What follows belongs to an exercise in optimizing a design on an open flow for small area, a short achievable clock period and few clock cycles per item; a production flow would make more cautious choices. Only simulation tests tie the RTL to the original design; equivalence was not proved. Power and IR drop assume default switching activity.

==> design/flow/constraint.sdc <==
create_clock -name core_clock -period 7.0 [get_ports {clk}]
set_input_delay 1.4000 -clock core_clock [delete_from_list [all_inputs] [get_ports {clk}]]
set_output_delay 1.4000 -clock core_clock [all_outputs]
set_load 0.01 [all_outputs]
==> design/flow/design.v <==
`timescale 1ns / 1ps
module matrix2x2_mult (
    input       clk,
    input       rst,
    input       start,
    input [7:0]  a00, a01,
    input [7:0]  a10, a11,
    input [7:0]  b00, b01,
    input [7:0]  b10, b11,
    output [16:0] c00, c01,
    output [16:0] c10, c11,
    output done
);
reg [7:0] ra00, ra01, ra10, ra11, rb00, rb01, rb10, rb11;
always @(posedge clk) begin
    ra00 <= a00; ra01 <= a01; ra10 <= a10; ra11 <= a11;
    rb00 <= b00; rb01 <= b01; rb10 <= b10; rb11 <= b11;
end
reg [2:0] v;
always @(posedge clk, posedge rst) begin
    if (rst)
        v <= 3'd0;
    else
        v <= {v[1:0], start};
end
assign done = v[2];
wire [38:0] t1_00;
mm_t1 s1_00 (.x0(ra00), .y0(rb00), .x1(ra01), .y1(rb10), .o(t1_00));
wire [38:0] t1_01;
mm_t1 s1_01 (.x0(ra00), .y0(rb01), .x1(ra01), .y1(rb11), .o(t1_01));
wire [38:0] t1_10;
mm_t1 s1_10 (.x0(ra10), .y0(rb00), .x1(ra11), .y1(rb10), .o(t1_10));
wire [38:0] t1_11;
mm_t1 s1_11 (.x0(ra10), .y0(rb01), .x1(ra11), .y1(rb11), .o(t1_11));
reg [38:0] q1_00, q1_01, q1_10, q1_11;
always @(posedge clk) begin
    q1_00 <= t1_00;
    q1_01 <= t1_01;
    q1_10 <= t1_10;
    q1_11 <= t1_11;
end
wire [16:0] s_00;
mm_cpa a_00 (.i(q1_00), .c(s_00));
wire [16:0] s_01;
mm_cpa a_01 (.i(q1_01), .c(s_01));
wire [16:0] s_10;
mm_cpa a_10 (.i(q1_10), .c(s_10));
wire [16:0] s_11;
mm_cpa a_11 (.i(q1_11), .c(s_11));
reg [16:0] r00, r01, r10, r11;
always @(posedge clk) begin
    r00 <= s_00;
    r01 <= s_01;
    r10 <= s_10;
    r11 <= s_11;
end
assign c00 = r00;
assign c01 = r01;
assign c10 = r10;
assign c11 = r11;
endmodule
module mm_t1 (
  input  [7:0] x0, y0, x1, y1,
  output [38:0] o
);
  mm_nand u1 (.a(x0[0]), .b(y0[0]), .y(o[0]));
  wire w2_0;
  mm_nand u2 (.a(x0[0]), .b(y0[1]), .y(w2_0));
  wire w3_0;
  mm_nand u3 (.a(x0[0]), .b(y0[2]), .y(w3_0));
  wire w4_0;
  mm_nand u4 (.a(x0[0]), .b(y0[3]), .y(w4_0));
  wire w5_0;
  mm_nand u5 (.a(x0[0]), .b(y0[4]), .y(w5_0));
  wire w6_0;
  mm_nand u6 (.a(x0[0]), .b(y0[5]), .y(w6_0));
  wire w7_0;
  mm_nand u7 (.a(x0[0]), .b(y0[6]), .y(w7_0));
  wire w8_0;
  mm_nand u8 (.a(x0[0]), .b(y0[7]), .y(w8_0));
  mm_nand u9 (.a(x0[1]), .b(y0[0]), .y(o[2]));
  wire w10_0;
  mm_nand u10 (.a(x0[1]), .b(y0[1]), .y(w10_0));
  wire w11_0;
  mm_nand u11 (.a(x0[1]), .b(y0[2]), .y(w11_0));
  wire w12_0;
  mm_nand u12 (.a(x0[1]), .b(y0[3]), .y(w12_0));
  wire w13_0;
  mm_nand u13 (.a(x0[1]), .b(y0[4]), .y(w13_0));
  wire w14_0;
  mm_nand u14 (.a(x0[1]), .b(y0[5]), .y(w14_0));
  wire w15_0;
  mm_nand u15 (.a(x0[1]), .b(y0[6]), .y(w15_0));
  wire w16_0;
  mm_nand u16 (.a(x0[1]), .b(y0[7]), .y(w16_0));
  wire w17_0;
  mm_nand u17 (.a(x0[2]), .b(y0[0]), .y(w17_0));
  wire w18_0;
  mm_nand u18 (.a(x0[2]), .b(y0[1]), .y(w18_0));
  wire w19_0;
  mm_nand u19 (.a(x0[2]), .b(y0[2]), .y(w19_0));
  wire w20_0;
  mm_nand u20 (.a(x0[2]), .b(y0[3]), .y(w20_0));
  wire w21_0;
  mm_nand u21 (.a(x0[2]), .b(y0[4]), .y(w21_0));
  wire w22_0;
  mm_nand u22 (.a(x0[2]), .b(y0[5]), .y(w22_0));
  wire w23_0;
  mm_nand u23 (.a(x0[2]), .b(y0[6]), .y(w23_0));
  wire w24_0;
  mm_nand u24 (.a(x0[2]), .b(y0[7]), .y(w24_0));
  wire w25_0;
  mm_nand u25 (.a(x0[3]), .b(y0[0]), .y(w25_0));
  wire w26_0;
  mm_nand u26 (.a(x0[3]), .b(y0[1]), .y(w26_0));
  wire w27_0;
  mm_nand u27 (.a(x0[3]), .b(y0[2]), .y(w27_0));
  wire w28_0;
  mm_nand u28 (.a(x0[3]), .b(y0[3]), .y(w28_0));
  wire w29_0;
  mm_nand u29 (.a(x0[3]), .b(y0[4]), .y(w29_0));
  wire w30_0;
  mm_nand u30 (.a(x0[3]), .b(y0[5]), .y(w30_0));
  wire w31_0;
  mm_nand u31 (.a(x0[3]), .b(y0[6]), .y(w31_0));
  wire w32_0;
  mm_nand u32 (.a(x0[3]), .b(y0[7]), .y(w32_0));
  wire w33_0;
  mm_nand u33 (.a(x0[4]), .b(y0[0]), .y(w33_0));
  wire w34_0;
  mm_nand u34 (.a(x0[4]), .b(y0[1]), .y(w34_0));
  wire w35_0;
  mm_nand u35 (.a(x0[4]), .b(y0[2]), .y(w35_0));
  wire w36_0;
  mm_nand u36 (.a(x0[4]), .b(y0[3]), .y(w36_0));
  wire w37_0;
  mm_nand u37 (.a(x0[4]), .b(y0[4]), .y(w37_0));
  wire w38_0;
  mm_nand u38 (.a(x0[4]), .b(y0[5]), .y(w38_0));
  wire w39_0;
  mm_nand u39 (.a(x0[4]), .b(y0[6]), .y(w39_0));
  wire w40_0;
  mm_nand u40 (.a(x0[4]), .b(y0[7]), .y(w40_0));
  wire w41_0;
  mm_nand u41 (.a(x0[5]), .b(y0[0]), .y(w41_0));
  wire w42_0;
  mm_nand u42 (.a(x0[5]), .b(y0[1]), .y(w42_0));
  wire w43_0;
  mm_nand u43 (.a(x0[5]), .b(y0[2]), .y(w43_0));
  wire w44_0;
  mm_nand u44 (.a(x0[5]), .b(y0[3]), .y(w44_0));
  wire w45_0;
  mm_nand u45 (.a(x0[5]), .b(y0[4]), .y(w45_0));
  wire w46_0;
  mm_nand u46 (.a(x0[5]), .b(y0[5]), .y(w46_0));
  wire w47_0;
  mm_nand u47 (.a(x0[5]), .b(y0[6]), .y(w47_0));
  wire w48_0;
  mm_nand u48 (.a(x0[5]), .b(y0[7]), .y(w48_0));
  wire w49_0;
  mm_nand u49 (.a(x0[6]), .b(y0[0]), .y(w49_0));
  wire w50_0;
  mm_nand u50 (.a(x0[6]), .b(y0[1]), .y(w50_0));
  wire w51_0;
  mm_nand u51 (.a(x0[6]), .b(y0[2]), .y(w51_0));
  wire w52_0;
  mm_nand u52 (.a(x0[6]), .b(y0[3]), .y(w52_0));
  wire w53_0;
  mm_nand u53 (.a(x0[6]), .b(y0[4]), .y(w53_0));
  wire w54_0;
  mm_nand u54 (.a(x0[6]), .b(y0[5]), .y(w54_0));
  wire w55_0;
  mm_nand u55 (.a(x0[6]), .b(y0[6]), .y(w55_0));
  wire w56_0;
  mm_nand u56 (.a(x0[6]), .b(y0[7]), .y(w56_0));
  wire w57_0;
  mm_nand u57 (.a(x0[7]), .b(y0[0]), .y(w57_0));
  wire w58_0;
  mm_nand u58 (.a(x0[7]), .b(y0[1]), .y(w58_0));
  wire w59_0;
  mm_nand u59 (.a(x0[7]), .b(y0[2]), .y(w59_0));
  wire w60_0;
  mm_nand u60 (.a(x0[7]), .b(y0[3]), .y(w60_0));
  wire w61_0;
  mm_nand u61 (.a(x0[7]), .b(y0[4]), .y(w61_0));
  wire w62_0;
  mm_nand u62 (.a(x0[7]), .b(y0[5]), .y(w62_0));
  wire w63_0;
  mm_nand u63 (.a(x0[7]), .b(y0[6]), .y(w63_0));
  wire w64_0;
  mm_nand u64 (.a(x0[7]), .b(y0[7]), .y(w64_0));
  mm_nand u65 (.a(x1[0]), .b(y1[0]), .y(o[1]));
  wire w66_0;
  mm_nand u66 (.a(x1[0]), .b(y1[1]), .y(w66_0));
  wire w67_0;
  mm_nand u67 (.a(x1[0]), .b(y1[2]), .y(w67_0));
  wire w68_0;
  mm_nand u68 (.a(x1[0]), .b(y1[3]), .y(w68_0));
  wire w69_0;
  mm_nand u69 (.a(x1[0]), .b(y1[4]), .y(w69_0));
  wire w70_0;
  mm_nand u70 (.a(x1[0]), .b(y1[5]), .y(w70_0));
  wire w71_0;
  mm_nand u71 (.a(x1[0]), .b(y1[6]), .y(w71_0));
  wire w72_0;
  mm_nand u72 (.a(x1[0]), .b(y1[7]), .y(w72_0));
  wire w73_0;
  mm_nand u73 (.a(x1[1]), .b(y1[0]), .y(w73_0));
  wire w74_0;
  mm_nand u74 (.a(x1[1]), .b(y1[1]), .y(w74_0));
  wire w75_0;
  mm_nand u75 (.a(x1[1]), .b(y1[2]), .y(w75_0));
  wire w76_0;
  mm_nand u76 (.a(x1[1]), .b(y1[3]), .y(w76_0));
  wire w77_0;
  mm_nand u77 (.a(x1[1]), .b(y1[4]), .y(w77_0));
  wire w78_0;
  mm_nand u78 (.a(x1[1]), .b(y1[5]), .y(w78_0));
  wire w79_0;
  mm_nand u79 (.a(x1[1]), .b(y1[6]), .y(w79_0));
  wire w80_0;
  mm_nand u80 (.a(x1[1]), .b(y1[7]), .y(w80_0));
  wire w81_0;
  mm_nand u81 (.a(x1[2]), .b(y1[0]), .y(w81_0));
  wire w82_0;
  mm_nand u82 (.a(x1[2]), .b(y1[1]), .y(w82_0));
  wire w83_0;
  mm_nand u83 (.a(x1[2]), .b(y1[2]), .y(w83_0));
  wire w84_0;
  mm_nand u84 (.a(x1[2]), .b(y1[3]), .y(w84_0));
  wire w85_0;
  mm_nand u85 (.a(x1[2]), .b(y1[4]), .y(w85_0));
  wire w86_0;
  mm_nand u86 (.a(x1[2]), .b(y1[5]), .y(w86_0));
  wire w87_0;
  mm_nand u87 (.a(x1[2]), .b(y1[6]), .y(w87_0));
  wire w88_0;
  mm_nand u88 (.a(x1[2]), .b(y1[7]), .y(w88_0));
  wire w89_0;
  mm_nand u89 (.a(x1[3]), .b(y1[0]), .y(w89_0));
  wire w90_0;
  mm_nand u90 (.a(x1[3]), .b(y1[1]), .y(w90_0));
  wire w91_0;
  mm_nand u91 (.a(x1[3]), .b(y1[2]), .y(w91_0));
  wire w92_0;
  mm_nand u92 (.a(x1[3]), .b(y1[3]), .y(w92_0));
  wire w93_0;
  mm_nand u93 (.a(x1[3]), .b(y1[4]), .y(w93_0));
  wire w94_0;
  mm_nand u94 (.a(x1[3]), .b(y1[5]), .y(w94_0));
  wire w95_0;
  mm_nand u95 (.a(x1[3]), .b(y1[6]), .y(w95_0));
  wire w96_0;
  mm_nand u96 (.a(x1[3]), .b(y1[7]), .y(w96_0));
  wire w97_0;
  mm_nand u97 (.a(x1[4]), .b(y1[0]), .y(w97_0));
  wire w98_0;
  mm_nand u98 (.a(x1[4]), .b(y1[1]), .y(w98_0));
  wire w99_0;
  mm_nand u99 (.a(x1[4]), .b(y1[2]), .y(w99_0));
  wire w100_0;
  mm_nand u100 (.a(x1[4]), .b(y1[3]), .y(w100_0));
  wire w101_0;
  mm_nand u101 (.a(x1[4]), .b(y1[4]), .y(w101_0));
  wire w102_0;
  mm_nand u102 (.a(x1[4]), .b(y1[5]), .y(w102_0));
  wire w103_0;
  mm_nand u103 (.a(x1[4]), .b(y1[6]), .y(w103_0));
  wire w104_0;
  mm_nand u104 (.a(x1[4]), .b(y1[7]), .y(w104_0));
  wire w105_0;
  mm_nand u105 (.a(x1[5]), .b(y1[0]), .y(w105_0));
  wire w106_0;
  mm_nand u106 (.a(x1[5]), .b(y1[1]), .y(w106_0));
  wire w107_0;
  mm_nand u107 (.a(x1[5]), .b(y1[2]), .y(w107_0));
  wire w108_0;
  mm_nand u108 (.a(x1[5]), .b(y1[3]), .y(w108_0));
  wire w109_0;
  mm_nand u109 (.a(x1[5]), .b(y1[4]), .y(w109_0));
  wire w110_0;
  mm_nand u110 (.a(x1[5]), .b(y1[5]), .y(w110_0));
  wire w111_0;
  mm_nand u111 (.a(x1[5]), .b(y1[6]), .y(w111_0));
  wire w112_0;
  mm_nand u112 (.a(x1[5]), .b(y1[7]), .y(w112_0));
  wire w113_0;
  mm_nand u113 (.a(x1[6]), .b(y1[0]), .y(w113_0));
  wire w114_0;
  mm_nand u114 (.a(x1[6]), .b(y1[1]), .y(w114_0));
  wire w115_0;
  mm_nand u115 (.a(x1[6]), .b(y1[2]), .y(w115_0));
  wire w116_0;
  mm_nand u116 (.a(x1[6]), .b(y1[3]), .y(w116_0));
  wire w117_0;
  mm_nand u117 (.a(x1[6]), .b(y1[4]), .y(w117_0));
  wire w118_0;
  mm_nand u118 (.a(x1[6]), .b(y1[5]), .y(w118_0));
  wire w119_0;
  mm_nand u119 (.a(x1[6]), .b(y1[6]), .y(w119_0));
  wire w120_0;
  mm_nand u120 (.a(x1[6]), .b(y1[7]), .y(w120_0));
  wire w121_0;
  mm_nand u121 (.a(x1[7]), .b(y1[0]), .y(w121_0));
  wire w122_0;
  mm_nand u122 (.a(x1[7]), .b(y1[1]), .y(w122_0));
  wire w123_0;
  mm_nand u123 (.a(x1[7]), .b(y1[2]), .y(w123_0));
  wire w124_0;
  mm_nand u124 (.a(x1[7]), .b(y1[3]), .y(w124_0));
  wire w125_0;
  mm_nand u125 (.a(x1[7]), .b(y1[4]), .y(w125_0));
  wire w126_0;
  mm_nand u126 (.a(x1[7]), .b(y1[5]), .y(w126_0));
  wire w127_0;
  mm_nand u127 (.a(x1[7]), .b(y1[6]), .y(w127_0));
  wire w128_0;
  mm_nand u128 (.a(x1[7]), .b(y1[7]), .y(w128_0));
  wire w129_1;
  mm_fa u129 (.a(w2_0), .b(w66_0), .c(w73_0), .s(o[3]), .co(w129_1));
  wire w130_0, w130_1;
  mm_fa u130 (.a(w10_0), .b(w17_0), .c(w3_0), .s(w130_0), .co(w130_1));
  wire w131_0, w131_1;
  mm_fa u131 (.a(w67_0), .b(w74_0), .c(w81_0), .s(w131_0), .co(w131_1));
  wire w132_1;
  mm_fa u132 (.a(w129_1), .b(w130_0), .c(w131_0), .s(o[4]), .co(w132_1));
  wire w133_0, w133_1;
  mm_fa u133 (.a(w11_0), .b(w18_0), .c(w25_0), .s(w133_0), .co(w133_1));
  wire w134_0, w134_1;
  mm_fa u134 (.a(w4_0), .b(w68_0), .c(w75_0), .s(w134_0), .co(w134_1));
  wire w135_0, w135_1;
  mm_fa u135 (.a(w82_0), .b(w89_0), .c(w130_1), .s(w135_0), .co(w135_1));
  wire w136_0, w136_1;
  mm_fa u136 (.a(w131_1), .b(w133_0), .c(w134_0), .s(w136_0), .co(w136_1));
  wire w137_1;
  mm_fa u137 (.a(w132_1), .b(w135_0), .c(w136_0), .s(o[5]), .co(w137_1));
  wire w138_0, w138_1;
  mm_fa u138 (.a(w12_0), .b(w19_0), .c(w26_0), .s(w138_0), .co(w138_1));
  wire w139_0, w139_1;
  mm_fa u139 (.a(w33_0), .b(w5_0), .c(w69_0), .s(w139_0), .co(w139_1));
  wire w140_0, w140_1;
  mm_fa u140 (.a(w76_0), .b(w83_0), .c(w90_0), .s(w140_0), .co(w140_1));
  wire w141_0, w141_1;
  mm_fa u141 (.a(w97_0), .b(w133_1), .c(w134_1), .s(w141_0), .co(w141_1));
  wire w142_0, w142_1;
  mm_fa u142 (.a(w138_0), .b(w139_0), .c(w140_0), .s(w142_0), .co(w142_1));
  wire w143_0, w143_1;
  mm_fa u143 (.a(w135_1), .b(w136_1), .c(w141_0), .s(w143_0), .co(w143_1));
  mm_fa u144 (.a(w142_0), .b(w137_1), .c(w143_0), .s(o[6]), .co(o[8]));
  wire w145_0, w145_1;
  mm_fa u145 (.a(w105_0), .b(w13_0), .c(w20_0), .s(w145_0), .co(w145_1));
  wire w146_0, w146_1;
  mm_fa u146 (.a(w27_0), .b(w34_0), .c(w41_0), .s(w146_0), .co(w146_1));
  wire w147_0, w147_1;
  mm_fa u147 (.a(w6_0), .b(w70_0), .c(w77_0), .s(w147_0), .co(w147_1));
  wire w148_0, w148_1;
  mm_fa u148 (.a(w84_0), .b(w91_0), .c(w98_0), .s(w148_0), .co(w148_1));
  wire w149_0, w149_1;
  mm_fa u149 (.a(w138_1), .b(w139_1), .c(w140_1), .s(w149_0), .co(w149_1));
  wire w150_0, w150_1;
  mm_fa u150 (.a(w145_0), .b(w146_0), .c(w147_0), .s(w150_0), .co(w150_1));
  wire w151_1;
  mm_fa u151 (.a(w148_0), .b(w141_1), .c(w142_1), .s(o[7]), .co(w151_1));
  mm_fa u152 (.a(w149_0), .b(w150_0), .c(w143_1), .s(o[9]), .co(o[10]));
  wire w153_0, w153_1;
  mm_fa u153 (.a(w106_0), .b(w113_0), .c(w14_0), .s(w153_0), .co(w153_1));
  wire w154_0, w154_1;
  mm_fa u154 (.a(w21_0), .b(w28_0), .c(w35_0), .s(w154_0), .co(w154_1));
  wire w155_0, w155_1;
  mm_fa u155 (.a(w42_0), .b(w49_0), .c(w71_0), .s(w155_0), .co(w155_1));
  wire w156_0, w156_1;
  mm_fa u156 (.a(w78_0), .b(w7_0), .c(w85_0), .s(w156_0), .co(w156_1));
  wire w157_0, w157_1;
  mm_fa u157 (.a(w92_0), .b(w99_0), .c(w145_1), .s(w157_0), .co(w157_1));
  wire w158_0, w158_1;
  mm_fa u158 (.a(w146_1), .b(w147_1), .c(w148_1), .s(w158_0), .co(w158_1));
  wire w159_0, w159_1;
  mm_fa u159 (.a(w153_0), .b(w154_0), .c(w155_0), .s(w159_0), .co(w159_1));
  wire w160_0, w160_1;
  mm_fa u160 (.a(w156_0), .b(w149_1), .c(w150_1), .s(w160_0), .co(w160_1));
  wire w161_0;
  mm_fa u161 (.a(w157_0), .b(w158_0), .c(w159_0), .s(w161_0), .co(o[12]));
  mm_fa u162 (.a(w151_1), .b(w160_0), .c(w161_0), .s(o[11]), .co(o[15]));
  wire w163_0, w163_1;
  mm_fa u163 (.a(w100_0), .b(w107_0), .c(w114_0), .s(w163_0), .co(w163_1));
  wire w164_0, w164_1;
  mm_fa u164 (.a(w121_0), .b(w15_0), .c(w22_0), .s(w164_0), .co(w164_1));
  wire w165_0, w165_1;
  mm_fa u165 (.a(w29_0), .b(w36_0), .c(w43_0), .s(w165_0), .co(w165_1));
  wire w166_0, w166_1;
  mm_fa u166 (.a(w50_0), .b(w57_0), .c(w72_0), .s(w166_0), .co(w166_1));
  wire w167_0, w167_1;
  mm_fa u167 (.a(w79_0), .b(w86_0), .c(w8_0), .s(w167_0), .co(w167_1));
  wire w168_0, w168_1;
  mm_fa u168 (.a(w93_0), .b(w153_1), .c(w154_1), .s(w168_0), .co(w168_1));
  wire w169_0, w169_1;
  mm_fa u169 (.a(w155_1), .b(w156_1), .c(w163_0), .s(w169_0), .co(w169_1));
  wire w170_0, w170_1;
  mm_fa u170 (.a(w164_0), .b(w165_0), .c(w166_0), .s(w170_0), .co(w170_1));
  wire w171_0, w171_1;
  mm_fa u171 (.a(w167_0), .b(w157_1), .c(w158_1), .s(w171_0), .co(w171_1));
  wire w172_1;
  mm_fa u172 (.a(w159_1), .b(w168_0), .c(w169_0), .s(o[13]), .co(w172_1));
  mm_fa u173 (.a(w170_0), .b(w160_1), .c(w171_0), .s(o[14]), .co(o[16]));
  wire w174_0, w174_1;
  mm_fa u174 (.a(w101_0), .b(w108_0), .c(w115_0), .s(w174_0), .co(w174_1));
  wire w175_0, w175_1;
  mm_fa u175 (.a(w122_0), .b(w16_0), .c(w23_0), .s(w175_0), .co(w175_1));
  wire w176_0, w176_1;
  mm_fa u176 (.a(w30_0), .b(w37_0), .c(w44_0), .s(w176_0), .co(w176_1));
  wire w177_0, w177_1;
  mm_fa u177 (.a(w51_0), .b(w58_0), .c(w80_0), .s(w177_0), .co(w177_1));
  wire w178_0, w178_1;
  mm_fa u178 (.a(w87_0), .b(w94_0), .c(w163_1), .s(w178_0), .co(w178_1));
  wire w179_0, w179_1;
  mm_fa u179 (.a(w164_1), .b(w165_1), .c(w166_1), .s(w179_0), .co(w179_1));
  wire w180_0, w180_1;
  mm_fa u180 (.a(w167_1), .b(w174_0), .c(w175_0), .s(w180_0), .co(w180_1));
  wire w181_0, w181_1;
  mm_fa u181 (.a(w176_0), .b(w177_0), .c(w168_1), .s(w181_0), .co(w181_1));
  wire w182_0, w182_1;
  mm_fa u182 (.a(w169_1), .b(w170_1), .c(w178_0), .s(w182_0), .co(w182_1));
  mm_fa u183 (.a(w179_0), .b(w180_0), .c(w171_1), .s(o[17]), .co(o[21]));
  mm_fa u184 (.a(w181_0), .b(w172_1), .c(w182_0), .s(o[18]), .co(o[22]));
  wire w185_0, w185_1;
  mm_fa u185 (.a(w102_0), .b(w109_0), .c(w116_0), .s(w185_0), .co(w185_1));
  wire w186_0, w186_1;
  mm_fa u186 (.a(w123_0), .b(w24_0), .c(w31_0), .s(w186_0), .co(w186_1));
  wire w187_0, w187_1;
  mm_fa u187 (.a(w38_0), .b(w45_0), .c(w52_0), .s(w187_0), .co(w187_1));
  wire w188_0, w188_1;
  mm_fa u188 (.a(w59_0), .b(w88_0), .c(w95_0), .s(w188_0), .co(w188_1));
  wire w189_0, w189_1;
  mm_fa u189 (.a(w174_1), .b(w175_1), .c(w176_1), .s(w189_0), .co(w189_1));
  wire w190_0, w190_1;
  mm_fa u190 (.a(w177_1), .b(w185_0), .c(w186_0), .s(w190_0), .co(w190_1));
  wire w191_1;
  mm_fa u191 (.a(w187_0), .b(w188_0), .c(w178_1), .s(o[19]), .co(w191_1));
  wire w192_1;
  mm_fa u192 (.a(w179_1), .b(w180_1), .c(w189_0), .s(o[20]), .co(w192_1));
  mm_fa u193 (.a(w190_0), .b(w181_1), .c(w182_1), .s(o[23]), .co(o[25]));
  wire w194_0, w194_1;
  mm_fa u194 (.a(w103_0), .b(w110_0), .c(w117_0), .s(w194_0), .co(w194_1));
  wire w195_0, w195_1;
  mm_fa u195 (.a(w124_0), .b(w32_0), .c(w39_0), .s(w195_0), .co(w195_1));
  wire w196_0, w196_1;
  mm_fa u196 (.a(w46_0), .b(w53_0), .c(w60_0), .s(w196_0), .co(w196_1));
  wire w197_0, w197_1;
  mm_fa u197 (.a(w96_0), .b(w185_1), .c(w186_1), .s(w197_0), .co(w197_1));
  wire w198_0, w198_1;
  mm_fa u198 (.a(w187_1), .b(w188_1), .c(w194_0), .s(w198_0), .co(w198_1));
  wire w199_0, w199_1;
  mm_fa u199 (.a(w195_0), .b(w196_0), .c(w189_1), .s(w199_0), .co(w199_1));
  mm_fa u200 (.a(w190_1), .b(w197_0), .c(w198_0), .s(o[24]), .co(o[27]));
  mm_fa u201 (.a(w191_1), .b(w192_1), .c(w199_0), .s(o[26]), .co(o[29]));
  wire w202_0, w202_1;
  mm_fa u202 (.a(w104_0), .b(w111_0), .c(w118_0), .s(w202_0), .co(w202_1));
  wire w203_0, w203_1;
  mm_fa u203 (.a(w125_0), .b(w40_0), .c(w47_0), .s(w203_0), .co(w203_1));
  wire w204_0, w204_1;
  mm_fa u204 (.a(w54_0), .b(w61_0), .c(w194_1), .s(w204_0), .co(w204_1));
  wire w205_0, w205_1;
  mm_fa u205 (.a(w195_1), .b(w196_1), .c(w202_0), .s(w205_0), .co(w205_1));
  wire w206_1;
  mm_fa u206 (.a(w203_0), .b(w197_1), .c(w198_1), .s(o[28]), .co(w206_1));
  mm_fa u207 (.a(w204_0), .b(w205_0), .c(w199_1), .s(o[30]), .co(o[31]));
  wire w208_0, w208_1;
  mm_fa u208 (.a(w112_0), .b(w119_0), .c(w126_0), .s(w208_0), .co(w208_1));
  wire w209_0, w209_1;
  mm_fa u209 (.a(w48_0), .b(w55_0), .c(w62_0), .s(w209_0), .co(w209_1));
  wire w210_0, w210_1;
  mm_fa u210 (.a(w202_1), .b(w203_1), .c(w208_0), .s(w210_0), .co(w210_1));
  wire w211_0;
  mm_fa u211 (.a(w209_0), .b(w204_1), .c(w205_1), .s(w211_0), .co(o[33]));
  mm_fa u212 (.a(w210_0), .b(w206_1), .c(w211_0), .s(o[32]), .co(o[35]));
  wire w213_0, w213_1;
  mm_fa u213 (.a(w120_0), .b(w127_0), .c(w56_0), .s(w213_0), .co(w213_1));
  wire w214_0, w214_1;
  mm_fa u214 (.a(w63_0), .b(w208_1), .c(w209_1), .s(w214_0), .co(w214_1));
  wire w215_1;
  mm_fa u215 (.a(w213_0), .b(w210_1), .c(w214_0), .s(o[34]), .co(w215_1));
  wire w216_0;
  mm_fa u216 (.a(w128_0), .b(w64_0), .c(w213_1), .s(w216_0), .co(o[37]));
  mm_fa u217 (.a(w214_1), .b(w216_0), .c(w215_1), .s(o[36]), .co(o[38]));
endmodule
module mm_cpa (
  input  [38:0] i,
  output [16:0] c
);
  wire w1_0;
  mm_xnor u1 (.a(i[0]), .b(i[1]), .y(w1_0));
  wire w2_0;
  mm_or u2 (.a(i[0]), .b(i[1]), .y(w2_0));
  wire w3_0, w3_1;
  mm_fa u3 (.a(i[2]), .b(i[3]), .c(w2_0), .s(w3_0), .co(w3_1));
  wire w4_0, w4_1;
  mm_fa u4 (.a(i[7]), .b(i[8]), .c(i[9]), .s(w4_0), .co(w4_1));
  wire w5_0;
  mm_xnor u5 (.a(i[10]), .b(i[11]), .y(w5_0));
  wire w6_0;
  mm_or u6 (.a(i[10]), .b(i[11]), .y(w6_0));
  wire w7_0, w7_1;
  mm_fa u7 (.a(i[12]), .b(i[13]), .c(i[14]), .s(w7_0), .co(w7_1));
  wire w8_0;
  mm_xnor u8 (.a(i[15]), .b(w6_0), .y(w8_0));
  wire w9_0;
  mm_or u9 (.a(i[15]), .b(w6_0), .y(w9_0));
  wire w10_0, w10_1;
  mm_fa u10 (.a(i[16]), .b(i[17]), .c(i[18]), .s(w10_0), .co(w10_1));
  wire w11_0;
  mm_xnor u11 (.a(w7_1), .b(w9_0), .y(w11_0));
  wire w12_0;
  mm_or u12 (.a(w7_1), .b(w9_0), .y(w12_0));
  wire w13_0, w13_1;
  mm_fa u13 (.a(i[19]), .b(i[20]), .c(i[21]), .s(w13_0), .co(w13_1));
  wire w14_0, w14_1;
  mm_fa u14 (.a(i[22]), .b(i[23]), .c(w10_1), .s(w14_0), .co(w14_1));
  wire w15_0;
  mm_xnor u15 (.a(w13_0), .b(w12_0), .y(w15_0));
  wire w16_0;
  mm_or u16 (.a(w13_0), .b(w12_0), .y(w16_0));
  wire w17_0, w17_1;
  mm_fa u17 (.a(i[24]), .b(i[25]), .c(i[26]), .s(w17_0), .co(w17_1));
  wire w18_0, w18_1;
  mm_fa u18 (.a(w13_1), .b(w17_0), .c(w14_1), .s(w18_0), .co(w18_1));
  wire w19_0, w19_1;
  mm_fa u19 (.a(i[27]), .b(i[28]), .c(i[29]), .s(w19_0), .co(w19_1));
  wire w20_0, w20_1;
  mm_fa u20 (.a(i[30]), .b(w17_1), .c(w19_0), .s(w20_0), .co(w20_1));
  wire w21_0, w21_1;
  mm_fa u21 (.a(i[31]), .b(i[32]), .c(w19_1), .s(w21_0), .co(w21_1));
  wire w22_0, w22_1;
  mm_fa u22 (.a(i[33]), .b(i[34]), .c(i[35]), .s(w22_0), .co(w22_1));
  mm_inv u23 (.a(w1_0), .y(c[0]));
  mm_inv u24 (.a(w3_0), .y(c[1]));
  wire w25_0;
  mm_nor u25 (.a(i[4]), .b(w3_1), .y(w25_0));
  mm_xor u26 (.a(i[4]), .b(w3_1), .y(c[2]));
  wire w27_0;
  mm_nor u27 (.a(w5_0), .b(w4_1), .y(w27_0));
  wire w28_0;
  mm_xor u28 (.a(w5_0), .b(w4_1), .y(w28_0));
  wire w29_0;
  mm_nor u29 (.a(w8_0), .b(w7_0), .y(w29_0));
  wire w30_0;
  mm_xor u30 (.a(w8_0), .b(w7_0), .y(w30_0));
  wire w31_0;
  mm_nor u31 (.a(w10_0), .b(w11_0), .y(w31_0));
  wire w32_0;
  mm_xor u32 (.a(w10_0), .b(w11_0), .y(w32_0));
  wire w33_0;
  mm_nor u33 (.a(w15_0), .b(w14_0), .y(w33_0));
  wire w34_0;
  mm_xor u34 (.a(w15_0), .b(w14_0), .y(w34_0));
  wire w35_0;
  mm_nor u35 (.a(w16_0), .b(w18_0), .y(w35_0));
  wire w36_0;
  mm_xor u36 (.a(w16_0), .b(w18_0), .y(w36_0));
  wire w37_0;
  mm_nor u37 (.a(w20_0), .b(w18_1), .y(w37_0));
  wire w38_0;
  mm_xor u38 (.a(w20_0), .b(w18_1), .y(w38_0));
  wire w39_0;
  mm_nor u39 (.a(w20_1), .b(w21_0), .y(w39_0));
  wire w40_0;
  mm_xor u40 (.a(w20_1), .b(w21_0), .y(w40_0));
  wire w41_0;
  mm_nor u41 (.a(w22_0), .b(w21_1), .y(w41_0));
  wire w42_0;
  mm_xor u42 (.a(w22_0), .b(w21_1), .y(w42_0));
  wire w43_0;
  mm_nor u43 (.a(i[36]), .b(w22_1), .y(w43_0));
  wire w44_0;
  mm_xor u44 (.a(i[36]), .b(w22_1), .y(w44_0));
  wire w45_0;
  mm_nor u45 (.a(i[37]), .b(i[38]), .y(w45_0));
  wire w46_0;
  mm_xor u46 (.a(i[37]), .b(i[38]), .y(w46_0));
  wire w47_0;
  mm_inv u47 (.a(i[5]), .y(w47_0));
  wire w48_0;
  mm_nand u48 (.a(w47_0), .b(w25_0), .y(w48_0));
  wire w49_0;
  mm_nor u49 (.a(w4_0), .b(i[6]), .y(w49_0));
  wire w50_0;
  mm_a21oi u50 (.a(w30_0), .b(w27_0), .c(w29_0), .y(w50_0));
  wire w51_0;
  mm_nand u51 (.a(w30_0), .b(w28_0), .y(w51_0));
  wire w52_0;
  mm_a21oi u52 (.a(w34_0), .b(w31_0), .c(w33_0), .y(w52_0));
  wire w53_0;
  mm_nand u53 (.a(w34_0), .b(w32_0), .y(w53_0));
  wire w54_0;
  mm_a21oi u54 (.a(w38_0), .b(w35_0), .c(w37_0), .y(w54_0));
  wire w55_0;
  mm_nand u55 (.a(w38_0), .b(w36_0), .y(w55_0));
  wire w56_0;
  mm_a21oi u56 (.a(w42_0), .b(w39_0), .c(w41_0), .y(w56_0));
  wire w57_0;
  mm_nand u57 (.a(w42_0), .b(w40_0), .y(w57_0));
  wire w58_0;
  mm_a21oi u58 (.a(w46_0), .b(w43_0), .c(w45_0), .y(w58_0));
  wire w59_0;
  mm_nand u59 (.a(w46_0), .b(w44_0), .y(w59_0));
  wire w60_0;
  mm_nor u60 (.a(i[6]), .b(w48_0), .y(w60_0));
  wire w61_0;
  mm_inv u61 (.a(w49_0), .y(w61_0));
  wire w62_0;
  mm_nor u62 (.a(w61_0), .b(w48_0), .y(w62_0));
  wire w63_0;
  mm_inv u63 (.a(w31_0), .y(w63_0));
  wire w64_0;
  mm_inv u64 (.a(w32_0), .y(w64_0));
  wire w65_0;
  mm_o21ai u65 (.a(w64_0), .b(w50_0), .c(w63_0), .y(w65_0));
  wire w66_0;
  mm_inv u66 (.a(w32_0), .y(w66_0));
  wire w67_0;
  mm_nor u67 (.a(w66_0), .b(w51_0), .y(w67_0));
  wire w68_0;
  mm_o21ai u68 (.a(w53_0), .b(w50_0), .c(w52_0), .y(w68_0));
  wire w69_0;
  mm_nor u69 (.a(w53_0), .b(w51_0), .y(w69_0));
  wire w70_0;
  mm_inv u70 (.a(w39_0), .y(w70_0));
  wire w71_0;
  mm_inv u71 (.a(w40_0), .y(w71_0));
  wire w72_0;
  mm_o21ai u72 (.a(w71_0), .b(w54_0), .c(w70_0), .y(w72_0));
  wire w73_0;
  mm_inv u73 (.a(w40_0), .y(w73_0));
  wire w74_0;
  mm_nor u74 (.a(w73_0), .b(w55_0), .y(w74_0));
  wire w75_0;
  mm_o21ai u75 (.a(w57_0), .b(w54_0), .c(w56_0), .y(w75_0));
  wire w76_0;
  mm_nor u76 (.a(w57_0), .b(w55_0), .y(w76_0));
  wire w77_0;
  mm_a21oi u77 (.a(w28_0), .b(w62_0), .c(w27_0), .y(w77_0));
  wire w78_0;
  mm_inv u78 (.a(w50_0), .y(w78_0));
  wire w79_0;
  mm_inv u79 (.a(w51_0), .y(w79_0));
  wire w80_0;
  mm_a21oi u80 (.a(w79_0), .b(w62_0), .c(w78_0), .y(w80_0));
  wire w81_0;
  mm_a21oi u81 (.a(w67_0), .b(w62_0), .c(w65_0), .y(w81_0));
  wire w82_0;
  mm_a21oi u82 (.a(w69_0), .b(w62_0), .c(w68_0), .y(w82_0));
  wire w83_0;
  mm_a21oi u83 (.a(w44_0), .b(w75_0), .c(w43_0), .y(w83_0));
  wire w84_0;
  mm_nand u84 (.a(w44_0), .b(w76_0), .y(w84_0));
  wire w85_0;
  mm_inv u85 (.a(w58_0), .y(w85_0));
  wire w86_0;
  mm_inv u86 (.a(w59_0), .y(w86_0));
  wire w87_0;
  mm_a21oi u87 (.a(w86_0), .b(w75_0), .c(w85_0), .y(w87_0));
  wire w88_0;
  mm_inv u88 (.a(w59_0), .y(w88_0));
  wire w89_0;
  mm_nand u89 (.a(w88_0), .b(w76_0), .y(w89_0));
  wire w90_0;
  mm_inv u90 (.a(w35_0), .y(w90_0));
  wire w91_0;
  mm_inv u91 (.a(w36_0), .y(w91_0));
  wire w92_0;
  mm_o21ai u92 (.a(w91_0), .b(w82_0), .c(w90_0), .y(w92_0));
  wire w93_0;
  mm_o21ai u93 (.a(w55_0), .b(w82_0), .c(w54_0), .y(w93_0));
  wire w94_0;
  mm_inv u94 (.a(w72_0), .y(w94_0));
  wire w95_0;
  mm_inv u95 (.a(w74_0), .y(w95_0));
  wire w96_0;
  mm_o21ai u96 (.a(w95_0), .b(w82_0), .c(w94_0), .y(w96_0));
  wire w97_0;
  mm_inv u97 (.a(w75_0), .y(w97_0));
  wire w98_0;
  mm_inv u98 (.a(w76_0), .y(w98_0));
  wire w99_0;
  mm_o21ai u99 (.a(w98_0), .b(w82_0), .c(w97_0), .y(w99_0));
  wire w100_0;
  mm_o21ai u100 (.a(w84_0), .b(w82_0), .c(w83_0), .y(w100_0));
  mm_o21ai u101 (.a(w89_0), .b(w82_0), .c(w87_0), .y(c[16]));
  mm_xnor u102 (.a(i[5]), .b(w25_0), .y(c[3]));
  mm_xor u103 (.a(i[6]), .b(w48_0), .y(c[4]));
  mm_xnor u104 (.a(w4_0), .b(w60_0), .y(c[5]));
  mm_xor u105 (.a(w28_0), .b(w62_0), .y(c[6]));
  mm_xnor u106 (.a(w30_0), .b(w77_0), .y(c[7]));
  mm_xnor u107 (.a(w32_0), .b(w80_0), .y(c[8]));
  mm_xnor u108 (.a(w34_0), .b(w81_0), .y(c[9]));
  mm_xnor u109 (.a(w36_0), .b(w82_0), .y(c[10]));
  mm_xor u110 (.a(w38_0), .b(w92_0), .y(c[11]));
  mm_xor u111 (.a(w40_0), .b(w93_0), .y(c[12]));
  mm_xor u112 (.a(w42_0), .b(w96_0), .y(c[13]));
  mm_xor u113 (.a(w44_0), .b(w99_0), .y(c[14]));
  mm_xor u114 (.a(w46_0), .b(w100_0), .y(c[15]));
endmodule
module mm_nand (input a, b, output y); assign y = ~(a & b); endmodule
module mm_nor (input a, b, output y); assign y = ~(a | b); endmodule
module mm_or (input a, b, output y); assign y = a | b; endmodule
module mm_xor (input a, b, output y); assign y = a ^ b; endmodule
module mm_xnor (input a, b, output y); assign y = ~(a ^ b); endmodule
module mm_inv (input a, output y); assign y = ~a; endmodule
module mm_a21oi (input a, b, c, output y); assign y = ~((a & b) | c); endmodule
module mm_o21ai (input a, b, c, output y); assign y = ~((a | b) & c); endmodule
module mm_fa (
  input  a, b, c,
  output s, co
);
  assign s = a ^ b ^ c;
  assign co = (a & b) | (a & c) | (b & c);
endmodule
==> design/flow/run.sh <==
#!/bin/bash
# synth_recipe.tcl (not shown) runs the flow's synth.tcl, then flattens the netlist and writes it again
# the make line also repeats each setting of config.mk as NAME=value (left out here)
make -C /OpenROAD-flow-scripts/flow DESIGN_CONFIG=/design/flow/config.mk WORK_HOME=/design/flow/orfs CLKGATE_MAP_FILE= SYNTH_SCRIPT=/design/flow/synth_recipe.tcl finish
==> design/flow/config.mk <==
export PLATFORM = sky130hd
export DESIGN_NAME = matrix2x2_mult
export DESIGN_NICKNAME = matrix2x2_mult
export VERILOG_FILES = /design/flow/design.v
export SDC_FILE = /design/flow/constraint.sdc
export NUM_CORES = 4
export LEC_CHECK = 0
export CAP_MARGIN = 20
export CORE_MARGIN = 2
export CORE_UTILIZATION = 60
export CTS_BUF_LIST = sky130_fd_sc_hd__clkbuf_4 sky130_fd_sc_hd__clkbuf_8
export SETUP_SLACK_MARGIN = 4.1
export SLEW_MARGIN = 20
export SYNTH_HIERARCHICAL = 1
export SYNTH_MINIMUM_KEEP_SIZE = 0
==> results of run 1 <==
-- per-stage QoR --
step                setup WS, ps  cell area (um^2)
floorplan                   4308             18290
global placement            3866             20130
detailed placement          3831             20130
CTS                         4111             21210
global route                4054             21390
finish                      4131             21390
-- report_power, final --
part / total (uW) / internal (uW) / switching (uW)
Clock: 1550 / 892 / 655
Combinational: 5450 / 2380 / 3070
Sequential: 2680 / 2310 / 370
Total: 9680 / 5590 / 4100
-- cell families (layout without fill, tap and decap cells) --
family / after synthesis / in the layout / share of synthesized area [%]
buf+inv: 85 / 304 / 1.745
xor+xnor: 116 / 116 / 5.556
compound gates: 84 / 84 / 3.202
fa+ha+maj: 404 / 404 / 44.23
flops: 291 / 291 / 31.94
simple gates: 636 / 636 / 13.33
-- worst max-delay path, delay by kind of cell, from the launching register on --
family | cells | cell delay, ps
adders and majority gates | 4 | 2000
DFF | 1 | 580
and+or+nand+nor | 1 | 160
-- cell type report --
class | count | area [um^2] | share of cell area (%)
timing repair buffer | 138 | 1374 | 6.423
sequential | 291 | 5996 | 28.03
inverter | 85 | 319.1 | 1.492
clock inverter | 6 | 57.56 | 0.2691
clock buffer | 75 | 950.9 | 4.446
tap | 390 | 488.0 | 2.282
multi-input combinational | 1240 | 12200 | 57.06
-- Yosys stat by module (local to each module, per instance), a selection --
module / area (um^2) / times used
mm_xnor: 8.758 / 44
mm_nand: 3.754 / 544
matrix2x2_mult: 5844 / 1
mm_a21oi: 8.758 / 44
mm_o21ai: 5.005 / 40
mm_xor: 8.758 / 72
mm_or: 6.256 / 20
mm_fa: 20.02 / 404
mm_nor: 3.754 / 72
mm_inv: 3.754 / 84
-- sequential cells by signal, summed over array words and instances, names as in the netlist --
name and flops:
ra11 8, rb00 8, q1_01 39, rb11 8
rb01 8, q1_11 39, ra10 8, q1_00 39
q1_10 39, r01 17, rb10 8, r00 17
ra00 8, ra01 8, r11 17, r10 17
v 3
-- final timing paths --
check | start | slack, ps | to
worst max-delay path | ra01[5]$_DFF_P_ | 4130 | q1_00[11]$_DFF_P_
worst min-delay path | v[1]$_DFF_PP0_ | 350 | v[2]$_DFF_PP0_
worst max register to register | ra01[5]$_DFF_P_ | 4130 | q1_00[11]$_DFF_P_
worst min register to register | v[1]$_DFF_PP0_ | 350 | v[2]$_DFF_PP0_
max in group asynchronous | rst | 5860 | v[0]$_DFF_PP0_
min in group asynchronous | rst | 1010 | v[1]$_DFF_PP0_
-- what timing repair did --
action / CTS / global route
setup buffers: 0 / 3
pin swaps: 0 / 3
resized for setup: 64 / 45
setup endpoints to repair: 79 / 24
-- layer usage --
| layer | GRT usage [%] | up-vias |
|---|---|---|
| li1 | - | 5273 |
| met1 | 40.95 | 6103 |
| met3 | 8.909 | 78 |
| met4 | 7.825 | 0 |
| met5 | 0 | - |
| met2 | 42.00 | 746 |
-- cell usage in the layout, fill, tap and decap left out --
cell type,instances
dfxtp_4,30
fa_1,404
or2_1,20
inv_1,85
xor2_2,7
o21ai_2,3
nand2_2,1
dfxtp_1,224
buf_4,3
nand2_1,543
dfxtp_2,34
clkbuf_8,62
a21oi_2,44
bufinv_16,1
xnor2_1,44
clkinv_2,4
xor2_1,65
clkbuf_4,13
nor2_2,4
nor2_1,68
dfrtp_1,3
clkinvlp_4,1
o21ai_1,37
clkdlybuf4s50_1,135
==> impl_results.md, run 1 <==
- Outcome: complete, no violations
- Hold path depth: 0
- Worst-path cell chain: nand2_1, fa_1, fa_1, fa_1, fa_1
- Setup_tns: 0 ps
- Clk slew on worst S/H paths: 60 ps
- Worst Setup End Kind: flip-flop
- RePlAce Congestion: 0.8456
- Die Wd: 178.6 um
- Synth area leaders: fa_1 44%, dfxtp_1 32%, nand2_1 11%
- Vias per inst: 5.483
- Sequential fraction of the synthesis area: 31.94%
- CTS Sinks: 291
- # port buffers: 135
- Clock insertion delay at the later pin of the skew report: 570 ps
- Slew at the pin closest to its max-slew limit: 548.1 ps
- Slew margin rel.: 63.46%
- Worst-path fanout max: 16
- Total number of yosys warnings: 7
- Final hold vios: 0
- Mapped Area: 18,290 um^2
- Cts hold-fix bufs: 0
- Largest stage delay, worst path: 580 ps
- # rows: 63
- RSZ-0062 raised after global routing: true
- Post-DP HPWL: 28,760 um
- Wire length on met2: 18,710 um
- Max layer used: met4
- Top_reg_cell synth: dfxtp_1
- Worst path arrival time: 3300 ps
- Fin. max-slew vios: 0
- Syn_nets: 2,087
- Remaining antenna violation count: 0
- Post-synth cell types: 11
- Post-route insts no fill: 2,225
- Largest net degree at the start of global routing: 17
- Die Height: 178.6 um
- Inserted Clock Buffers: 49
- Max-cap check violation count: 0
- Wire per inst: 19.00 um
- Final nets: 2,276
- 1st-iter DRT viols: 882
- Gate Count Post-Synth: 1,616
- CP max stage cell: dfxtp_2
- HP Class: reg -> reg
- Final core occ: 71.78%
- Hold slack: 354.0 ps
- Tot GR Track Use: 28.39%
- Share of the synthesized area in the top cell type: 44.23%
- Cell Count Post-Placement: 2,141
- Die area: 31,890 um^2
- WL met3: 5111 um
- Initial Util: 61.37%
- Core Box Area: 29,800 um^2
- LEAKAGE: 0.007987 uW
- Root Buffer: clkbuf_8
- Cell taking the most area after synthesis: fa_1
- List of most frequent post-synthesis cells: 544 x nand2_1, 404 x fa_1, 288 x dfxtp_1, 85 x inv_1
- H-tree Lvls: 2
- Final WL: 42,280 um
- Mean Syn Cell Area: 11.32 um^2
- Reg2reg path depth: 5
- Total Power: 9684 uW
- Startpoint Class: flip-flop
- Inserted Diodes: 0
- PwrDens: 452.8 nW/um^2
- Most numerous cell in the Yosys netlist: nand2_1
- Post-synth EDFFs: 0
- Share of layout cells above drive strength 1: 11.28%
- Residual DRC count: 0
- Global route overflow: 0
- CP Class: reg -> reg
- Worst path most repeated cell: fa_1
- Highest clock rate: 0.3485 GHz
- Filler cells: 2,139
- Drt pass-1 iters: 5
- CP Data Required Time: 7440 ps
- Vias in the first global route: 13.44k
- CTS tree: built
- Synthesized flop and latch total: 291
- Final min period: 2869 ps
- Initial antenna violation count: 0
- Final setup viols: 0
- First-pass GRT wire length: 68,800 um
- WL met1: 17,520 um
- Fin crit share: 40.99%
- Clock Path Buffers: 3
- Asr flop ratio synth: 1.031%
- Ports: 136
- Skew final: 19.17 ps
- DR vias: 12.20k
- Layout area overhead: 16.96%
- Peak supply drop: 0.0003524 V
Testbench counts, summed over its fixed seeds: cycles 16,016, items 16,000.
==> run 2: changes to the inputs <==
==> design/flow/flow/run.sh (new file) <==
#!/bin/bash
# The standard layout, with plain buffers (buf_2) on the ports instead of the
# delay buffer buffer_ports picks by default.
set -euo pipefail
bash standard.sh "BUFFER_PORTS_ARGS=-buffer_cell sky130_fd_sc_hd__buf_2" finish > standard_flow.log 2>&1
==> design/flow/standard.sh (new file) <==
#!/bin/bash
# synth_recipe.tcl (not shown) runs the flow's synth.tcl, then flattens the netlist and writes it again
# the make line also repeats each setting of config.mk as NAME=value (left out here)
make -C /OpenROAD-flow-scripts/flow DESIGN_CONFIG=/design/flow/config.mk WORK_HOME=/design/flow/orfs CLKGATE_MAP_FILE= SYNTH_SCRIPT=/design/flow/synth_recipe.tcl "${@:-finish}"
--- a/design/flow/config.mk
+++ b/design/flow/config.mk
@@ -9,5 +9,7 @@
 export CORE_MARGIN = 2
-export CORE_UTILIZATION = 60
-export CTS_BUF_LIST = sky130_fd_sc_hd__clkbuf_4 sky130_fd_sc_hd__clkbuf_8
-export SETUP_SLACK_MARGIN = 4.1
+export CORE_UTILIZATION = 65
+export CTS_BUF_LIST = sky130_fd_sc_hd__clkbuf_8
+export CTS_CLUSTER_DIAMETER = 100
+export CTS_CLUSTER_SIZE = 16
+export SETUP_SLACK_MARGIN = 4.3
 export SLEW_MARGIN = 20
removed: design/flow/run.sh
==> run 2 against run 1 <==
Clock power fell by 46%; sequential power fell by 2%; via count rose by 7.1%; flip-flop and latch count did not move; final area rose by 2.0%; die area fell by 7.5%; register-to-register slack improved by 160 ps; worst setup slack improved by 160 ps; count of clock-buffer cells in the layout fell by 52.
==> impl_results.md, run 2 <==
- # rows: 61
- Outcome: complete, no violations
- Dpl ws: 3844 ps
- Inserted Clock Buffers: 22
- Initial Util: 66.00%
- DR vias: 13.07k
- Clock Path Buffers: 3
- Final hold vios: 0
- Post-synth EDFFs: 0
- Reg2reg path depth: 6
- Drt pass-1 iters: 8
- Vias in the first global route: 13.22k
- CP Class: reg -> reg
- Commonest cells after routing, fill and taps aside: 540 x nand2_1, 383 x fa_1, 221 x dfxtp_1
- Most numerous cell in the Yosys netlist: nand2_1
- Share of the synthesized area in the top cell type: 44.23%
- Root Buffer: clkbuf_8
- Hold slack: 363.8 ps
- Worst Setup End Kind: flip-flop
- Slew at the pin closest to its max-slew limit: 667.7 ps
- # port buffers: 135
- Die Height: 171.7 um
- Layout area overhead: 19.32%
- Worst path most repeated cell: fa_1
- Initial antenna violation count: 1
- Total Power: 9893 uW
- H-tree Lvls: 1
- LEAKAGE: 0.008511 uW
- Die area: 29,490 um^2
- Worst path arrival time: 3180 ps
- Sequential fraction of the synthesis area: 31.94%
- Commonest non-fill, non-tap cell in the layout: nand2_1
- Highest clock rate: 0.3694 GHz
- Inserted Diodes: 0
- Ports: 136
- RePlAce Congestion: 0.8638
- CP Data Required Time: 7480 ps
- Cts hold-fix bufs: 0
- Gate Count Post-Synth: 1,616
- Hold path depth: 0
- 1st-iter DRT viols: 1,398
- Clock insertion delay at the later pin of the skew report: 600 ps
- Asr flop ratio synth: 1.031%
- CTS tree: built
- Worst path top cell family by delay: adder cells
- Mean Syn Cell Area: 11.32 um^2
- Residual DRC count: 0
- Worst-path cell chain: buf_4, nand2_1, fa_1, fa_1, fa_1, fa_1
- Slew margin rel.: 55.32%
- Skew final: 44.17 ps
- HP Class: reg -> reg
- WP buf/inv: 1
- Fin. max-slew vios: 0
- Total number of yosys warnings: 7
- Clk slew on worst S/H paths: 110 ps
- Final WL: 49,390 um
- Share of layout cells above drive strength 1: 24.35%
- Largest net degree at the start of global routing: 18
- PwrDens: 453.4 nW/um^2
- Wire per inst: 21.55 um
- Core Box Area: 27,710 um^2
- Worst setup slack after layout: 4293 ps
- Fin crit share: 38.67%
- Post-synth cell types: 11
- Tot GR Track Use: 30.12%
- Global route overflow: 0
- Max-cap check violation count: 0
- CP max stage cell: fa_1
- Peak supply drop: 0.0003878 V
- Cell taking the most area after synthesis: fa_1
- Cell Count Post-Placement: 2,129
- Synth area leaders: fa_1 44%, dfxtp_1 32%, nand2_1 11%
- Largest stage delay, worst path: 530 ps
- Final min period: 2707 ps
- Die Wd: 171.7 um
- List of most frequent post-synthesis cells: 544 x nand2_1, 404 x fa_1, 288 x dfxtp_1, 85 x inv_1
- Remaining antenna violation count: 0
- Filler cells: 1,756
- Worst-path fanout max: 4
- Synthesized flop and latch total: 291
- Post-DP HPWL: 28,480 um
- Final setup viols: 0
- Setup_tns: 0 ps
- RSZ-0062 raised after global routing: true
- Vias per inst: 5.702
- Mapped Area: 18,290 um^2
- First-pass GRT wire length: 67,660 um
- Startpoint Class: flip-flop
- WP depth: 6
- Post-route insts no fill: 2,292
- CTS Sinks: 291
- Syn_nets: 2,087
- Top_reg_cell synth: dfxtp_1
- Final nets: 2,384
==> run 2: changes by cell type in the layout (fill, tap and decap cells not counted), moves of 13 or more <==
cell / before / now
clkbuf_8: 62 / 25
buf_4: 3 / 90
fa_2: 0 / 21
clkdlybuf4s50_1: 135 / 0
dfxtp_4: 30 / 64
buf_2: 0 / 135
buf_6: 0 / 13
dfxtp_2: 34 / 3
fa_1: 404 / 383
buf_12: 0 / 30
==> run 2: path summary, 6_finish.rpt <==
kind / start / endpoint / slack, ps
min in group asynchronous: rst / v[1]$_DFF_PP0_ / 650
hold / removal: v[0]$_DFF_PP0_ / v[1]$_DFF_PP0_ / 360
hold reg to reg: v[0]$_DFF_PP0_ / v[1]$_DFF_PP0_ / 360
max in group asynchronous: rst / v[0]$_DFF_PP0_ / 6230
setup reg to reg: rb11[0]$_DFF_P_ / q1_11[11]$_DFF_P_ / 4290
setup / recovery: rb11[0]$_DFF_P_ / q1_11[11]$_DFF_P_ / 4290
==> run 2: final cells by class <==
| cell class | count | area (um^2) | area share, % |
|---|---|---|---|
| multi-input cells | 1240 | 12450 | 57.06 |
| flip-flops and latches | 291 | 6085 | 27.89 |
| repair buffers | 273 | 2156 | 9.881 |
| well taps | 378 | 473.0 | 2.168 |
| inverters | 85 | 319.1 | 1.462 |
| clock buffers | 23 | 316.6 | 1.451 |
| clock inverters | 2 | 20.02 | 0.09175 |
==> run 2: metrics by stage <==
| stage | utilization (%) | area (um^2) |
|---|---|---|
| after floorplan | - | 18290 |
| after global placement | 70.15 | 19430 |
| after detailed placement | 70.15 | 19430 |
| after CTS | 72.94 | 20210 |
| after global routing | 78.75 | 21820 |
| final | 78.75 | 21820 |
==> run 2: report_power, final <==
group | internal [uW] | leakage (uW) | switching [uW]
clock network | 299 | 0.000178 | 539
registers | 2300 | 0.00248 | 324
logic | 2810 | 0.00585 | 3620
==> run 2: modules after synthesis, one instance, submodules excluded, excerpt <==
module | area [um^2] | times used | flip-flops and latches | cells inside
mm_fa | 20.02 | 404 | 0 | 1
mm_xor | 8.758 | 72 | 0 | 1
mm_nor | 3.754 | 72 | 0 | 1
mm_or | 6.256 | 20 | 0 | 1
mm_a21oi | 8.758 | 44 | 0 | 1
mm_inv | 3.754 | 84 | 0 | 1
mm_o21ai | 5.005 | 40 | 0 | 1
matrix2x2_mult | 5844 | 1 | 291 | 292
mm_xnor | 8.758 | 44 | 0 | 1
mm_nand | 3.754 | 544 | 0 | 1
==> run 2: logic make-up (layout without fill, tap and decap cells) <==
| logic type | Yosys count | count (layout) | share of synthesized area (%) |
|---|---|---|---|
| compound gates | 84 | 84 | 3.202 |
| simple gates | 636 | 636 | 13.33 |
| buf+inv | 85 | 383 | 1.745 |
| fa+ha+maj | 404 | 404 | 44.23 |
| flops | 291 | 291 | 31.94 |
| xor+xnor | 116 | 116 | 5.556 |
==> run 2: metal layers <==
metal / up-vias / GRT usage (%) / wire length [um]
li1: 5457 / - / -
met1: 6508 / 43.97 / 18390
met2: 954 / 46.03 / 22300
met3: 151 / 8.191 / 6550
met4: 0 / 6.686 / 2145
met5: - / 0 / 0
==> run 2: repair_timing <==
action	CTS	global route
setup endpoints to repair	103	67
pin swaps	14	29
gates resized for setup	154	62
setup buffers	10	128
==> run 3: changes to the inputs <==
--- a/design/flow/config.mk
+++ b/design/flow/config.mk
@@ -10,6 +10,6 @@
 export CORE_UTILIZATION = 65
-export CTS_BUF_LIST = sky130_fd_sc_hd__clkbuf_8
-export CTS_CLUSTER_DIAMETER = 100
-export CTS_CLUSTER_SIZE = 16
-export SETUP_SLACK_MARGIN = 4.3
+export CTS_BUF_LIST = sky130_fd_sc_hd__clkbuf_16
+export CTS_CLUSTER_DIAMETER = 150
+export CTS_CLUSTER_SIZE = 30
+export SETUP_SLACK_MARGIN = 4.0
 export SLEW_MARGIN = 20
==> run 3 against run 2 <==
Maximum frequency is 7.1% lower; synthesized area stayed put; combinational power is 21% lower; clock power is 1% higher; sequential share of layout area is 1.9 points higher; total power is 13% lower; cell count is 6.5% lower.
==> impl_results.md, run 3 <==
- PwrDens: 434.3 nW/um^2
- Filler cells: 2,061
- CTS tree: built
- # rows: 61
- Clock Path Buffers: 3
- Post-DP HPWL: 28,480 um
- Post-synth EDFFs: 0
- Hold EP: v[1]$_DFF_PP0_
- Worst Setup End Kind: flip-flop
- Hold path startpoint: v[0]$_DFF_PP0_
- Die area: 29,490 um^2
- Worst path arrival time: 3300 ps
- Final hold vios: 0
- Postcts setup bufs: 0
- Root Buffer: clkbuf_16
- Slew at the pin closest to its max-slew limit: 561.7 ps
- CP Data Required Time: 7390 ps
- Residual DRC count: 0
- Worst-path fanout max: 16
- Skew final: 17.91 ps
- R2R Path Start: rb11[1]$_DFF_P_
- Wire per inst: 19.11 um
- Fin crit share: 41.62%
- Dpl ws: 3844 ps
- DR vias: 11.97k
- Vias per inst: 5.584
- Fin. max-slew vios: 0
- Final WL: 40,960 um
- RePlAce Congestion: 0.8638
- LEAKAGE: 0.007608 uW
- Share of the synthesized area in the top cell type: 44.23%
- Vias in the first global route: 12.98k
- Post-synth cell types: 11
- Core Box Area: 27,710 um^2
- Layout area overhead: 8.744%
- Asr flop ratio synth: 1.031%
- First-pass GRT wire length: 66,460 um
- Clock insertion delay at the later pin of the skew report: 510 ps
- Mean Syn Cell Area: 11.32 um^2
- WP depth: 5
- R2R Path End: q1_11[11]$_DFF_P_
- Die Height: 171.7 um
- Worst path most repeated cell: fa_1
- Mapped Area: 18,290 um^2
- HP Class: reg -> reg
- Outcome: complete, no violations
- Total Power: 8637 uW
- Setup_tns: 0 ps
- Global route overflow: 0
- 1st-iter DRT viols: 1,029
- Tot GR Track Use: 29.51%
- Slew margin rel.: 62.56%
- Share of layout cells above drive strength 1: 14.78%
- Cell taking the most area after synthesis: fa_1
- Largest stage delay, worst path: 640 ps
- Synth area leaders: fa_1 44%, dfxtp_1 32%, nand2_1 11%
- Total number of yosys warnings: 7
- Worst setup slack after layout: 4086 ps
- Final setup viols: 0
- Cts hold-fix bufs: 0
- Worst-path cell chain: nand2_1, fa_1, fa_1, fa_1, fa_1
- Commonest cells after routing, fill and taps aside: 544 x nand2_1, 404 x fa_1, 224 x dfxtp_1
- Inserted Clock Buffers: 13
- Worst path top cell family by delay: adder cells
- Inserted Diodes: 0
- Startpoint Class: flip-flop
- Top_reg_cell synth: dfxtp_1
- Final core occ: 71.77%
- Ports: 136
- Sequential fraction of the synthesis area: 31.94%
- H-tree Lvls: 1
- List of most frequent post-synthesis cells: 544 x nand2_1, 404 x fa_1, 288 x dfxtp_1, 85 x inv_1
- Most numerous cell in the Yosys netlist: nand2_1
- WP buf/inv: 0
- Initial Util: 66.00%
- CP max stage cell: dfxtp_2
- Peak supply drop: 0.0003092 V
- Die Wd: 171.7 um
- Gate Count Post-Synth: 1,616
- Initial antenna violation count: 0
- Final min period: 2914 ps
- Final nets: 2,237
- Clk slew on worst S/H paths: 110 ps
- Hold path depth: 0
- CTS Sinks: 291
- Highest clock rate: 0.3432 GHz
- Largest net degree at the start of global routing: 32
- Synthesized flop and latch total: 291
- Remaining antenna violation count: 0
- Commonest non-fill, non-tap cell in the layout: nand2_1
- # port buffers: 135
- Reg2reg path depth: 5
- Reg2Reg Setup Slack: 4090 ps
- RSZ-0062 raised after global routing: true
- CP Class: reg -> reg
- Max-cap check violation count: 0
- Syn_nets: 2,087
- Drt pass-1 iters: 6
[run 3: cell count changes in the layout (fill, tap and decap cells not counted), sizes merged]
cell / before / now
clkinv: 1 / 0
clkbuf: 27 / 13
buf: 269 / 135
inv: 86 / 87
[run 3: layout make-up]
cell class                 instances  area [um^2]  area share (%)
clock buffer                      13        325.3           1.636
clock inverter                     2        15.01         0.07551
inverter                          85        319.1           1.604
multi-input combinational       1240        12160           61.13
sequential                       291         5921           29.77
tap                              378        473.0           2.378
timing repair buffer             135        675.6           3.398
[run 3: kinds of logic after synthesis]
kind of cell	count (synthesis)	share of synthesized area (%)
AOI/OAI and AO/OA	84	3.202
xor gates and xnor gates	116	5.556
adders and majority gates	404	44.23
buffers and inverters	85	1.745
DFF	291	31.94
and+or+nand+nor	636	13.33
[run 3: metal layers]
layer	GRT usage [%]	part of all wire, %	vias up
met5	0	0	-
li1	-	-	5169
met2	45.40	46	698
met1	43.49	41	6046
met4	5.225	1.4	0
met3	7.869	12	60
[run 3: timing repair]
item                       4_1_cts  5_1_grt
setup endpoints to repair       42       37
gates cloned                     0        0
gates resized for setup         59        9
[run 3: worst max path at each step]
stage | startpoint | endpoint | slack [ps]
detailed placement | rb11[1]$_DFF_P_ | q1_11[11]$_DFF_P_ | 3840
finish | rb11[1]$_DFF_P_ | q1_11[11]$_DFF_P_ | 4090
global route | q1_01[16]$_DFF_P_ | r01[15]$_DFF_P_ | 3920
CTS | ra01[0]$_DFF_P_ | q1_01[11]$_DFF_P_ | 4010
global placement | rb10[1]$_DFF_P_ | q1_00[11]$_DFF_P_ | 3910
floorplan | ra01[5]$_DFF_P_ | q1_00[11]$_DFF_P_ | 4310
[run 3: modules after synthesis (local to each module, per instance), a selection]
module / area, um^2 / times used / flip-flops and latches
mm_fa: 20.02 / 404 / 0
mm_xnor: 8.758 / 44 / 0
mm_o21ai: 5.005 / 40 / 0
mm_nor: 3.754 / 72 / 0
matrix2x2_mult: 5844 / 1 / 291
mm_inv: 3.754 / 84 / 0
[run 3: per-stage QoR]
stage	instance area (um^2)	hold slack [ps]	std cells
final	19890	367.3	2144
after global routing	19890	374.7	2144
after CTS	19850	371.3	2144
after detailed placement	19430	338.0	2129
after global placement	19430	335.5	2129
after floorplan	18290	331.2	1616
[run 3: report_power, final]
part | switching (uW) | total, uW | internal [uW]
clock network | 505 | 848 | 343
registers | 362 | 2680 | 2310
logic | 3010 | 5110 | 2100
==> run 4: changes to the inputs <==
--- a/design/flow/config.mk
+++ b/design/flow/config.mk
@@ -13,3 +13,3 @@
 export CTS_CLUSTER_SIZE = 30
-export SETUP_SLACK_MARGIN = 4.0
+export SETUP_SLACK_MARGIN = 4.3
 export SLEW_MARGIN = 20
==> run 4 against run 3 <==
Flip-flop and latch count unchanged; first-iteration DRC count rose by 33%; die area did not move; critical path depth increased by 1; sequential power is 1% lower; synthesized area stayed put; maximum frequency increased by 6.3%; register-to-register slack improved by 170 ps; global-route usage rose by 0.66 points; final area is 7.9% higher; clock power up 0.8%; largest cell class unchanged; largest power group unchanged.
==> impl_results.md, run 4 <==
- Share of layout cells above drive strength 1: 22.74%
- Cell taking the most area after synthesis: fa_1
- CTS Sinks: 291
- H-tree Lvls: 1
- CTS tree: built
- Total number of yosys warnings: 7
- Worst path arrival time: 3130 ps
- Initial antenna violation count: 0
- Clock insertion delay at the later pin of the skew report: 510 ps
- Worst-path cell chain: buf_6, nand2_1, fa_1, fa_1, fa_1, fa_1
- Vias per inst: 5.672
- Die area: 29,490 um^2
- Post-route insts no fill: 2,256
- Drt pass-1 iters: 6
- Commonest cells after routing, fill and taps aside: 540 x nand2_1, 391 x fa_1, 219 x dfxtp_1
- Layout area overhead: 17.37%
- Asr flop ratio synth: 1.031%
- Largest net degree at the start of global routing: 32
- Share of the synthesized area in the top cell type: 44.23%
- Remaining antenna violation count: 0
- Global route overflow: 0
- Skew final: 17.86 ps
- 1st-iter DRT viols: 1,369
- Top_reg_cell synth: dfxtp_1
- WP buf/inv: 1
- Comb pwr share: 63.6%
- # rows: 61
- WL met3: 5834 um
- Root Buffer: clkbuf_16
- Synthesized flop and latch total: 291
- Fin. max-slew vios: 0
- Switching share of power: 45.50%
- Inserted Diodes: 0
- Syn_nets: 2,087
- Inserted Clock Buffers: 13
- Outcome: complete, no violations
- Cell Count Post-Placement: 2,129
- Final min period: 2740 ps
- Total Power: 9603 uW
- Worst Setup End Kind: flip-flop
- Tot GR Track Use: 30.17%
- List of most frequent post-synthesis cells: 544 x nand2_1, 404 x fa_1, 288 x dfxtp_1, 85 x inv_1
- CP Data Required Time: 7390 ps
- Slew margin rel.: 53.85%
- Die Height: 171.7 um
- Vias in the first global route: 13.21k
- DR vias: 12.80k
- Die Wd: 171.7 um
- Peak supply drop: 0.0003634 V
[run 4: cell count changes in the layout (fill, tap and decap cells not counted), sizes merged]
cell,change
buf,+106
clkbuf,+6
[run 4: modules after synthesis (local to each module, per instance), excerpt]
module	cells	flops+latches	times used	cell area, um^2
mm_inv	1	0	84	3.754
mm_fa	1	0	404	20.02
mm_a21oi	1	0	44	8.758
mm_o21ai	1	0	40	5.005
mm_or	1	0	20	6.256
matrix2x2_mult	292	291	1	5844
mm_xor	1	0	72	8.758
mm_nor	1	0	72	3.754
mm_nand	1	0	544	3.754
mm_xnor	1	0	44	8.758
[run 4: layout make-up]
| cell class | count | area, um^2 |
|---|---|---|
| multi-input combinational | 1240 | 12440 |
| fill | 1826 | 6242 |
| sequential | 291 | 6087 |
| timing repair buffer | 247 | 1803 |
| tap | 378 | 473.0 |
| clock buffer | 13 | 325.3 |
| inverter | 85 | 319.1 |
| clock inverter | 2 | 15.01 |
[run 4: final timing paths]
kind,slack [ps],startpoint,end,cells after the start
min in group asynchronous,730,rst,v[1]$_DFF_PP0_,2
setup reg to reg,4260,rb11[6]$_DFF_P_,q1_11[32]$_DFF_P_,6
hold / removal,370,v[0]$_DFF_PP0_,v[1]$_DFF_PP0_,0
max in group asynchronous,6150,rst,v[0]$_DFF_PP0_,2
hold reg to reg,370,v[0]$_DFF_PP0_,v[1]$_DFF_PP0_,0
setup / recovery,4260,rb11[6]$_DFF_P_,q1_11[32]$_DFF_P_,6
[run 4: metal layers]
layer | GRT usage [%] | up-vias
li1 | - | 5394
met1 | 44.26 | 6379
met2 | 45.89 | 888
met3 | 8.030 | 134
met4 | 6.978 | 2
met5 | 0 | -
[run 4: per-stage QoR]
stage          utilization [%]  worst slack [ps]  hold WS (ps)  area [um^2]
6_report                 77.47              4260         366.7        21460
5_1_grt                  77.47              4198         374.8        21460
4_1_cts                  73.22              4165         371.3        20280
3_5_place_dp             70.15              3844         338.0        19430
3_3_place_gp             70.15              3914         335.5        19430
2_1_floorplan                -              4308         331.2        18290
[run 4: cell families (layout without fill, tap and decap cells)]
group,count (synthesis),in the layout,synth area share (%)
buffers and inverters,85,347,1.745
AO/OA/AOI/OAI,84,84,3.202
adder cells (fa/ha/maj),404,404,44.23
flip-flops,291,291,31.94
XOR/XNOR,116,116,5.556
AND/OR/NAND/NOR,636,636,13.33
[run 4: what timing repair did]
item                                    CTS  global route
gates resized for setup                 146            60
pin swaps                                 9            26
endpoints found under the setup margin  100            73
buffers inserted                         23            89
hold buffers                              0             0
[run 4: power groups by stage]
stage	sequential [uW]	clock (uW)	combinational, uW
floorplan	2710	0	3770
global placement	2690	0	4860
detailed placement	2710	0	5060
CTS	2670	868	5490
global route	2700	932	6810
finish	2640	855	6110

Setup slack of run 4, layout unchanged: 4.260 ns with ideal ports, 4.260 ns with driving cells assumed (clock clkbuf_16, inputs buf_2), 4.260 ns with port delays also shifted by the 0.553 ns mid clock arrival.
